What follows belongs to an exercise in optimizing a design on an open flow for small area; a production flow would make more cautious choices. The RTL was checked by simulation tests, not by an equivalence proof against the original design. No driver is modelled on the clock port, so clocking that relies on it looks cheaper here than on a real chip. Power and IR drop assume default switching activity.

run 1:
==> flow/design.v <==
module timer #(
  parameter int CLK_HZ      = 20_000,
  parameter int MS_TICK_HZ  = 1_000,
  parameter int RAND_MIN_MS = 2000,
  parameter int RAND_MAX_MS = 15000
)(
  input  logic       clk,
  input  logic       rst_n,
  input  logic       start_btn,
  input  logic       stop_btn,
  output logic       stim_led,
  output logic [7:0] sseg,
  output logic [7:0] an
);
  localparam logic [1:0] IDLE = 2'd2, WAIT1 = 2'd0, RUN = 2'd1, DONE = 2'd3;
  logic [1:0] start_sync, stop_sync;
  always_ff @(posedge clk or negedge rst_n) begin
    if (!rst_n) start_sync <= 2'b00;
    else        start_sync <= {start_sync[0], start_btn};
  end
  always_ff @(posedge clk) stop_sync <= {stop_sync[0], stop_btn};
  wire start_pe = start_sync[1] & ~start_sync[0];
  wire stop_pe  = stop_sync[1]  & ~stop_sync[0];
  logic [1:0] q;
  logic [3:0] pre;
  logic [1:0] sel;
  logic [2:0] m5;
  wire q3   = q[1] & ~q[0];           
  wire q0   = ~q[1] & ~q[0];          
  wire pen  = q3;
  wire sen  = q3 & (&pre);
  always_ff @(posedge clk or negedge rst_n) begin
    if (!rst_n) begin
      q   <= '0;
      pre <= '0;
      sel <= '0;
      m5  <= '0;
    end else begin
      q   <= {q[0], ~q[1]};
      pre <= pre ^ {pen & pre[2] & pre[1] & pre[0], pen & pre[1] & pre[0], pen & pre[0], pen};
      sel <= sel ^ {sen & sel[0], sen};
      m5  <= {m5[1:0], ~(m5[2] | m5[1])};
    end
  end
  wire tick   = q3 & m5[2] & ~m5[1];      
  wire tick_d = q0 & ~m5[2] & ~m5[0];     
  logic [1:0]  cs;
  logic [13:0] r;
  wire end1 = (r == 14'h3FFF) || (r == 14'd3382);
  logic        inc_en, xs6;
  logic [13:0] r_inc;
  always_comb begin
    logic c, co;
    c = inc_en;
    for (int g = 0; g < 3; g++) begin
      logic [3:0] d;
      d  = r[4*g +: 4];
      co = c & (&d);
      r_inc[4*g]     = d[0] ^ c;
      r_inc[4*g + 1] = (d[1] ^ (c & d[0])) | (co & xs6);
      r_inc[4*g + 2] = (d[2] ^ (c & d[0] & d[1])) | (co & xs6);
      r_inc[4*g + 3] = d[3] ^ (c & d[0] & d[1] & d[2]);
      c = co;
    end
    r_inc[12] = r[12] ^ c;
    r_inc[13] = r[13] ^ (c & r[12]);
  end
  logic [1:0]  ns;
  logic [13:0] r_nx;
  always_comb begin
    ns     = cs;
    inc_en = 1'b0;
    xs6    = 1'b1;
    r_nx   = r_inc;
    unique case (cs)
      IDLE: begin
        if (start_pe) ns = WAIT1;
        else          r_nx = {~(r[13] ^ r[4] ^ r[2] ^ r[0]), r[13:1]};
      end
      WAIT1: begin
        xs6    = 1'b0;
        inc_en = tick;
        if (stop_pe | end1) r_nx = 14'h0666;    
        if (stop_pe)        ns = DONE;
        else if (end1)      ns = RUN;
      end
      RUN: begin
        inc_en = (r[13] ? tick : tick_d) & ~stop_pe;
        if (stop_pe | (r[13] & r[12])) ns = DONE;
      end
      default: ;
    endcase
  end
  always_ff @(posedge clk or negedge rst_n) begin
    if (!rst_n) begin
      cs <= IDLE;
      r  <= 14'h3FFE;
    end else begin
      cs <= ns;
      r  <= r_nx;
    end
  end
  assign stim_led = (cs == RUN) & r[13];
  logic [3:0] nib;
  always_comb begin
    if (cs == IDLE)
      nib = (sel == 2'd0) ? 4'd0 : (sel == 2'd1) ? 4'd4 : 4'd1;
    else if ((cs == RUN || cs == DONE) && r[13])
      case (sel)
        2'd0: nib = r[3:0];
        2'd1: nib = r[7:4];
        2'd2: nib = r[11:8];
        default: nib = {3'b011, r[12]};
      endcase
    else if (cs == DONE)
      nib = 4'd15;
    else
      nib = 4'd1;
  end
  always_comb begin
    case (nib)
      4'd0: sseg = 8'hCF;
      4'd1: sseg = 8'hFF;
      4'd2: sseg = 8'hFF;
      4'd3: sseg = 8'hFF;
      4'd4: sseg = 8'h89;
      4'd5: sseg = 8'hFF;
      4'd6: sseg = 8'hC0;
      4'd7: sseg = 8'hF9;
      4'd8: sseg = 8'hA4;
      4'd9: sseg = 8'hB0;
      4'd10: sseg = 8'h99;
      4'd11: sseg = 8'h92;
      4'd12: sseg = 8'h82;
      4'd13: sseg = 8'hF8;
      4'd14: sseg = 8'h80;
      default: sseg = 8'h90;
    endcase
  end
  assign an = ~(8'b0000_0001 << sel);
endmodule
export LEC_CHECK = 0
export CAP_MARGIN = 20
export CORE_MARGIN = 2
export CORE_UTILIZATION = 40
export PLACE_DENSITY = 0.9
export SLEW_MARGIN = 20
export BUFFER_PORTS_ARGS = -buffer_cell sky130_fd_sc_hd__buf_1
export SYNTH_INSBUF = 0
export SKIP_REPAIR_TIE_FANOUT = 1
export GPL_TIMING_DRIVEN = 0
create_clock -name core_clock -period 80.0 [get_ports {clk}]
standard.sh (not shown) runs the stock make flow with config.mk's settings and CLKGATE_MAP_FILE= SYNTH_SCRIPT=/design/flow/synth_recipe.tcl, a recipe that flattens the netlist after the stock synthesis.
==> flow/flow/run.sh <==
#!/bin/bash
# Layout flow: the standard flow (standard.sh) with these changes.
#  1. Synthesis runs flow/synth.tcl: the standard flow's synthesis script, but with
#     Yosys's half/full-adder extraction skipped and the technology mapping
#     done by the area-oriented ABC script flow/area.abc (same registers).
#  2. Port buffers use the smallest buffer cell (buf_1); one tie cell
#     drives all constant outputs; no timing-driven global placement (its
#     repair added a buffer on the reset net).
#  3. Clock tree: flow/cts.tcl replaces ORFS's CTS step: the clock port
#     drives a few clock buffers, each feeding a group of registers.
# Each tool's output goes to a log file in this folder.
set -euo pipefail
HERE=$(pwd)
cat >> config.mk <<'EOC'
export BUFFER_PORTS_ARGS = -buffer_cell sky130_fd_sc_hd__buf_1
export SYNTH_INSBUF = 0
export SKIP_REPAIR_TIE_FANOUT = 1
export GPL_TIMING_DRIVEN = 0
EOC
export AREA_ABC_SCRIPT=$HERE/flow/area.abc
sed "s#SYNTH_SCRIPT=[^ ]*#SYNTH_SCRIPT=$HERE/flow/synth.tcl#" standard.sh > area_synth.sh
bash area_synth.sh synth > synth.log 2>&1
bash standard.sh place > place.log 2>&1
RESULTS=$HERE/orfs/results/$FLOW_PLATFORM/timer/base
PLATFORM_DIR=$FLOW_HOME/platforms/$FLOW_PLATFORM
RESULTS=$RESULTS PLATFORM_DIR=$PLATFORM_DIR LIB_FILES="$PLATFORM_DIR/lib/sky130_fd_sc_hd__tt_025C_1v80.lib" \
  NBUF=${NBUF:-1} CTS_CELL=${CTS_CELL:-sky130_fd_sc_hd__buf_12} \
  openroad -no_init -exit $HERE/flow/cts.tcl > cts.log 2>&1
cp $RESULTS/4_1_cts.odb $RESULTS/4_cts.odb
bash standard.sh > standard.log 2>&1
==> flow/flow/area.abc <==
strash
&get -n
&fraig -x
&put
scorr
dc2
dretime
strash
&get -n
&dch -f
&nf -R 1000
&put
strash
&get -n
&dch -f
&nf -R 1000
&put
strash
&get -n
&dch -f
&nf -R 1000
&put
strash
&get -n
&dch -f
&nf -R 1000
&put
strash
&get -n
&dch -f
&nf -R 1000
&put
strash
&get -n
&dch -f
&nf -R 1000
&put
==> flow/flow/cts.tcl <==
# Clock tree: the clock port drives NBUF clock buffers (CTS_CELL), each
# feeding the clock pins of one group of registers (grouped by x position).
# Replaces ORFS's CTS step, which builds a 2-level H-tree even for a few sinks.
set R $::env(RESULTS)
foreach lib $::env(LIB_FILES) { read_liberty $lib }
read_db $R/3_place.odb
read_sdc $R/3_place.sdc
source $::env(PLATFORM_DIR)/setRC.tcl
set block [ord::get_db_block]
set dbu [$block getDbUnitsPerMicron]
set sinks {}
foreach it [[$block findNet clk] getITerms] {
  set b [[$it getInst] getBBox]
  lappend sinks [list [expr {([$b xMin] + [$b xMax]) / 2.0 / $dbu}] [expr {([$b yMin] + [$b yMax]) / 2.0 / $dbu}] [[$it getInst] getName]/[[$it getMTerm] getName]]
}
set sinks [lsort -real -index 0 $sinks]
set n [llength $sinks]
set nbuf $::env(NBUF)
for {set g 0} {$g < $nbuf} {incr g} {
  set grp [lrange $sinks [expr {$g * $n / $nbuf}] [expr {($g + 1) * $n / $nbuf - 1}]]
  set sx 0; set sy 0; set pins {}
  foreach s $grp { set sx [expr {$sx + [lindex $s 0]}]; set sy [expr {$sy + [lindex $s 1]}]; lappend pins [get_pins [lindex $s 2]] }
  set cx [expr {$sx / [llength $grp]}]; set cy [expr {$sy / [llength $grp]}]
  insert_buffer -buffer_cell $::env(CTS_CELL) -net clk -load_pins $pins -location [list $cx $cy] -buffer_name clkbuf_$g -net_name clknet_$g
}
detailed_placement
check_placement -verbose
set_propagated_clock [all_clocks]
estimate_parasitics -placement
report_clock_skew
report_check_types -max_slew -max_capacitance -violators
set worst 0
foreach pin [get_pins -hierarchical */CLK] { set s [get_property $pin slew_max]; if {$s > $worst} {set worst $s} }
puts "worst clock pin slew (placement estimate): $worst"
write_db $R/4_1_cts.odb
write_sdc $R/4_cts.sdc
Other scripts of this flow, unchanged in this note and not shown: flow/flow/synth.tcl
diff inputs: run 1 => run 2
==> flow/flow/area.abc <==
strash
&get -n
&fraig -x
&put
scorr
dc2
dretime
strash
&get -n
&dch -x
&nf -R 1000
&put
strash
&get -n
&dch -x
&nf -R 1000 -p
&put
## What came out
- Cell area after layout | run 2 below run 1
- Fraction of the mapped netlist area in compound gates for run 2: 0.20 points down relative to run 1
- Share of power burned in combinational logic for run 2 is higher than for run 1.
- Delta(global-route usage, run 2 - run 1) > 0
- Run comparison: run 2 origin of the worst setup path r[13]; run 1 origin of the worst setup path sel[0]
- In terms of share of the clock period used by the worst path, run 1 and run 2 differ only marginally.
The following lists how run 3 was set up differently from run 2:
--- a/flow/flow/area.abc
+++ b/flow/flow/area.abc
@@ -14,4 +14,4 @@
 &get -n
 &dch -x
-&nf -R 1000 -p
+&nf -R 1000
 &put
## What came out
- Summary — worst setup slack, run 3 relative to run 2: lower, by 0.063 ns.
- Delta (run 3 minus run 2): endpoint arrival time on the critical path rose by 0.06 ns, post-layout minimum cycle time picked up an extra 0.063 ns, share of the clock period used by the worst path after layout closely matched the old numbers, amount of wire on met2 after detailed routing saw an increase, switching power as a share of total power now larger.
- From run 2 to run 3 the numbers moved as follows: synthesized instance count went up, maximum frequency from static timing analysis went down.
Changes in run 4 relative to run 3:
Settings: a deleted PLACE_DENSITY that had been 0.9.
--- a/flow/flow/run.sh
+++ b/flow/flow/run.sh
@@ -25,5 +25,5 @@
 PLATFORM_DIR=$FLOW_HOME/platforms/$FLOW_PLATFORM
 RESULTS=$RESULTS PLATFORM_DIR=$PLATFORM_DIR LIB_FILES="$PLATFORM_DIR/lib/sky130_fd_sc_hd__tt_025C_1v80.lib" \
-  NBUF=${NBUF:-1} CTS_CELL=${CTS_CELL:-sky130_fd_sc_hd__buf_12} \
+  NBUF=${NBUF:-1} CTS_CELL=${CTS_CELL:-sky130_fd_sc_hd__clkbuf_16} \
   openroad -no_init -exit $HERE/flow/cts.tcl > cts.log 2>&1
 cp $RESULTS/4_1_cts.odb $RESULTS/4_cts.odb
==> flow/flow/area.abc <==
strash
&get -n
&fraig -x
&put
scorr
dc2
dretime
strash
&get -n
&dch -f
&nf -R 1000
&put
strash
&get -n
&dch -f
&nf -R 1000
&put
strash
&get -n
&dch -f
&nf -R 1000
&put
strash
&get -n
&dch -f
&nf -R 1000
&put
strash
&get -n
&dch -f
&nf -R 1000
&put
strash
&get -n
&dch -f
&nf -R 1000
&put
==> comparison <==
- Looking at run 4 and run 3, the upper clock frequency limit is a wash.
- Run 4 vs run 3 on clock network power: run 4 is the higher one.
- From run 3 to run 4 the numbers moved as follows: sequential portion of the cell area now smaller, flip-flop and latch count roughly the same, ratio of routed vias to standard cells lost 1.8%, routed length on met2 went up by about 4%.
- As far as horizontal die dimension is concerned, run 3 and run 4 perform about the same.
- Compared with run 3, run 4 shows a effective utilization at floorplan that is 0.27 points higher.
- Against run 3, final worst setup slack in run 4 came out better.
- Going from run 3 to run 4, post-synthesis to final-layout area growth went up; portion of the clock cycle consumed by the worst path in the final layout roughly the same.

-- re-timing with driven ports --
The flow's constraints put no driver on any port. The routed layouts listed below were extracted and timed again, unchanged, in two steps. Step 1 (the two cells are an assumption about what drives the block):
set clk [get_ports {clk}]
set_driving_cell -lib_cell sky130_fd_sc_hd__clkbuf_16 $clk
set_driving_cell -lib_cell sky130_fd_sc_hd__buf_2 [delete_from_list [all_inputs] $clk]
Step 2 also shifts input and output timing later by t, the mid clock arrival at the registers, as if the neighbouring blocks saw the same clock. a / b / c = ideal / step 1 / step 2; a / b = the first two.
| run | shift t [ns] | setup slack, ns | worst setup path after step 2 | worst register clock-pin slew, ns |
|---|---|---|---|---|
| run 1 | 0.172 | 61.773 / 61.742 / 61.914 | register to output | 0.11 / 0.11 |
| run 2 | 0.173 | 61.721 / 61.690 / 61.863 | register to output | 0.11 / 0.11 |
| run 3 | 0.177 | 61.657 / 61.626 / 61.803 | register to output | 0.12 / 0.12 |
| run 4 | 0.198 | 61.702 / 61.675 / 61.873 | register to output | 0.11 / 0.11 |
After both steps every run listed still meets setup and hold.
